Background: an optimization exercise with open tools, aiming at a short achievable clock period and few clock cycles. Do not read the settings as production practice.
The RTL was checked by simulation tests, not by an equivalence proof against the original design.
Power is estimated from default activity; no workload was simulated.

// risc16
module risc16 (
           input clk,
           input rst,
           input extern_halt,
           input [15:0] ir,
           input [15:0] data_in,
           output[15:0] pc_out,
           output[15:0] outRegA,
           output [15:0] addr,
           output [15:0] data_bus,
           output mem_rw
       );
Size: about 1,600 cells after synthesis, roughly 290 flip-flops, about 100 I/O pins, roughly 16,000 sq um of cells after synthesis.
==> module risc16, before the edit <==
module risc16 (
           input clk,
           input rst,
           input extern_halt,
           input [15:0] ir,
           input [15:0] data_in,
           output[15:0] pc_out,
           output[15:0] outRegA,
           output [15:0] addr,
           output [15:0] data_bus,
           output mem_rw
       );
parameter PROG_START = 16'h000F;
wire halt = extern_halt;
reg [15:0] pc;
assign pc_out = pc;
wire [15:0] f_pc1 = pc + 16'd1;
wire [7:1] d_sel_a, d_sel_b, d_sel_c, d_we;
wire d_use_imm, d_w_sum, d_w_nand, d_w_lui, d_w_ld, d_w_link;
wire d_is_sw, d_is_lw, d_is_beq, d_is_jalr;
ctrl cpu_ctrl(
         .ir(ir),
         .sel_a(d_sel_a),
         .sel_b(d_sel_b),
         .use_imm(d_use_imm),
         .sel_c(d_sel_c),
         .we(d_we),
         .w_sum(d_w_sum),
         .w_nand(d_w_nand),
         .w_lui(d_w_lui),
         .w_ld(d_w_ld),
         .w_link(d_w_link),
         .is_sw(d_is_sw),
         .is_lw(d_is_lw),
         .is_beq(d_is_beq),
         .is_jalr(d_is_jalr)
     );
reg [7:1]  e_we;
reg [2:0]  e_dest;      
reg        e_wen;       
reg        e_w_sum, e_w_nand, e_w_lui, e_w_ld, e_w_link;
reg        e_is_sw;
reg        e_beq;       
reg        e_jalr;      
reg [9:0]  e_imm;
reg [15:0] e_pc1;
reg [15:0] op_a, op_b, op_c;    
reg [15:0] addr_r, data_r;
reg        rw_r;
reg        buf_v;
reg [15:0] buf_addr, buf_data;
assign addr = addr_r;
assign data_bus = data_r;
assign mem_rw = rw_r;
wire [15:0] rd_a, rd_b, rd_c;
wire [15:0] wdata;
gpr cpu_gpr(
        .clk(clk),
        .rst(rst),
        .we(e_we & {7{~halt}}),
        .wdata(wdata),
        .sel_a(d_sel_a),
        .sel_b(d_sel_b),
        .sel_c(d_sel_c),
        .rd_a(rd_a),
        .rd_b(rd_b),
        .rd_c(rd_c),
        .outrega(outRegA)
    );
wire fwd_a = e_wen & (ir[9:7] == e_dest);
wire fwd_b = e_wen & (ir[2:0] == e_dest) & ~ir[15] & ~ir[13];    
wire fwd_c = e_wen & (ir[12:10] == e_dest);
wire [15:0] b_reg = rd_b | ({16{d_use_imm}} & {9'd0, ir[6:0]});
wire [15:0] a_next = fwd_a ? wdata : rd_a;
wire [15:0] b_next = fwd_b ? wdata : b_reg;
wire [15:0] c_next = fwd_c ? wdata : rd_c;
wire [15:0] sum, nand_out;
alu cpu_alu(
        .a(op_a),
        .b(op_b),
        .sum(sum),
        .nand_out(nand_out)
    );
wire fwd = buf_v && (buf_addr == addr_r);
wire [15:0] ld_data = fwd ? buf_data : data_in;
assign wdata = ({16{e_w_sum}} & sum)
             | ({16{e_w_nand}} & nand_out)
             | ({16{e_w_lui}} & {e_imm, 6'd0})
             | ({16{e_w_ld}} & ld_data)
             | ({16{e_w_link}} & e_pc1);
wire eq = (op_c == op_a);
wire [15:0] e_bt;
add16 bt_adder(.a(e_pc1), .b({9'd0, e_imm[6:0]}), .sum(e_bt));
wire mispredict = (e_beq & eq) | e_jalr;
wire [15:0] e_target = e_jalr ? op_a : e_bt;
wire st_new = e_is_sw;
wire ld_next = d_is_lw;
integer i;
always @(posedge clk)
begin
    if (rst)
    begin
        pc <= PROG_START;
        e_we <= 7'd0;
        e_wen <= 1'b0;
        e_is_sw <= 1'b0;
        e_beq <= 1'b0;
        e_jalr <= 1'b0;
        rw_r <= 1'b0;
        addr_r <= 16'd0;
        data_r <= 16'd0;
        buf_v <= 1'b0;
    end
    else if (!halt)
    begin
        pc <= (d_is_jalr & fwd_a & ~mispredict) ? wdata :
              (mispredict ? e_target : f_pc1);
        e_we <= mispredict ? 7'd0 : d_we;
        e_dest <= ir[12:10];
        e_wen <= |d_we & ~mispredict;
        e_w_sum <= d_w_sum;
        e_w_nand <= d_w_nand;
        e_w_lui <= d_w_lui;
        e_w_ld <= d_w_ld;
        e_w_link <= d_w_link;
        e_is_sw <= d_is_sw & ~mispredict;
        e_beq <= d_is_beq & (ir[6:0] != 7'd0) & ~mispredict;
        e_jalr <= d_is_jalr & ~fwd_a & ~mispredict;
        e_imm <= ir[9:0];
        e_pc1 <= f_pc1;
        op_a <= a_next;
        op_b <= b_next;
        op_c <= c_next;
        if (ld_next)
        begin
            addr_r <= {6'd0, ir[9:0]};
            rw_r <= 1'b0;
            if (st_new)
            begin
                buf_v <= 1'b1;
                buf_addr <= sum;
                buf_data <= op_c;
            end
        end
        else if (buf_v)
        begin
            addr_r <= buf_addr;
            data_r <= buf_data;
            rw_r <= 1'b1;
            buf_v <= st_new;
            buf_addr <= sum;
            buf_data <= op_c;
        end
        else if (st_new)
        begin
            addr_r <= sum;
            data_r <= op_c;
            rw_r <= 1'b1;
        end
        else
            rw_r <= 1'b0;
    end
end
endmodule
export LEC_CHECK = 0
export ABC_CLOCK_PERIOD_IN_PS = 1500
export CAP_MARGIN = 20
export CORE_MARGIN = 2
export CORE_UTILIZATION = 40
export SETUP_SLACK_MARGIN = 5
export SLEW_MARGIN = 20
export TNS_END_PERCENT = 100
create_clock -name core_clock -period 10.0 [get_ports {clk}]
standard.sh (not shown) runs the stock make flow with config.mk's settings and CLKGATE_MAP_FILE= SYNTH_SCRIPT=/design/flow/synth_recipe.tcl, a recipe that flattens the netlist after the stock synthesis.
==> flow/flow/run.sh <==
#!/bin/bash
set -euo pipefail
bash standard.sh SETUP_SLACK_MARGIN=7 finish > standard.log 2>&1
The starting point finished with timing, DRC and antenna clean.
Testbench counts at the start, summed over its fixed seeds: cycles 7,513.
Then changed:
--- a/flow/design.v
+++ b/flow/design.v
@@ -184,8 +184,6 @@
          .is_jalr(d_is_jalr)
      );
 reg [7:1]  e_we;
-reg [2:0]  e_dest;      
-reg        e_wen;       
 reg        e_w_sum, e_w_nand, e_w_lui, e_w_ld, e_w_link;
 reg        e_is_sw;
 reg        e_beq;       
@@ -215,9 +213,9 @@
         .rd_c(rd_c),
         .outrega(outRegA)
     );
-wire fwd_a = e_wen & (ir[9:7] == e_dest);
-wire fwd_b = e_wen & (ir[2:0] == e_dest) & ~ir[15] & ~ir[13];    
-wire fwd_c = e_wen & (ir[12:10] == e_dest);
+wire fwd_a = |(d_sel_a & e_we);
+wire fwd_b = |(d_sel_b & e_we);
+wire fwd_c = |(d_sel_c & e_we);
 wire [15:0] b_reg = rd_b | ({16{d_use_imm}} & {9'd0, ir[6:0]});
 wire [15:0] a_next = fwd_a ? wdata : rd_a;
 wire [15:0] b_next = fwd_b ? wdata : b_reg;
@@ -250,7 +248,6 @@
     begin
         pc <= PROG_START;
         e_we <= 7'd0;
-        e_wen <= 1'b0;
         e_is_sw <= 1'b0;
         e_beq <= 1'b0;
         e_jalr <= 1'b0;
@@ -261,11 +258,8 @@
     end
     else if (!halt)
     begin
-        pc <= (d_is_jalr & fwd_a & ~mispredict) ? wdata :
-              (mispredict ? e_target : f_pc1);
+        pc <= mispredict ? e_target : ((d_is_jalr & fwd_a) ? wdata : f_pc1);
         e_we <= mispredict ? 7'd0 : d_we;
-        e_dest <= ir[12:10];
-        e_wen <= |d_we & ~mispredict;
         e_w_sum <= d_w_sum;
         e_w_nand <= d_w_nand;
         e_w_lui <= d_w_lui;
The changed run completed with no timing, DRC or antenna violations.
Routed wire length increases by 9.0%.
Power decreases by 3.6%.
Combinational power increases by 7.1%.
Core utilization increases by 0.49 points.
Setup slack degrades by 0.069 ns.
Via count increases by 6.4%.
Register-to-register slack degrades by 0.07 ns.
Area after synthesis increases by about 1%.
Count of clock-buffer cells in the layout decreases by 8.
Testbench counts after the change, summed over its fixed seeds: cycles 7,513.

-- what the ideal ports hide --
No port has a modelled driver above. Below, the same layouts with a new extraction and two added sets of constraints.
Step 1 sets driving cells, clkbuf_16 on the clock port and buf_2 on the other inputs (assumed; they add their load-dependent delay and slew).
Step 2, shift: input delay + t, output delay - t, t = (earliest + latest rising clock arrival at the registers) / 2. This alone moves slack from input paths to output paths.
Three values: ideal, step 1, step 2; two values: the first two.
| run | t (ns) | slack for setup (ns) | worst setup path at the end |
|---|---|---|---|
| the first run | 0.603 | 6.860 / 6.857 / 6.254 | input to register |
| the second run | 0.642 | 6.791 / 6.799 / 6.157 | input to register |
After both steps every run listed still meets setup and hold. For the second run, which loses most, drivers alone change the setup slack by +0.008 ns; drivers and shift together by -0.634 ns.
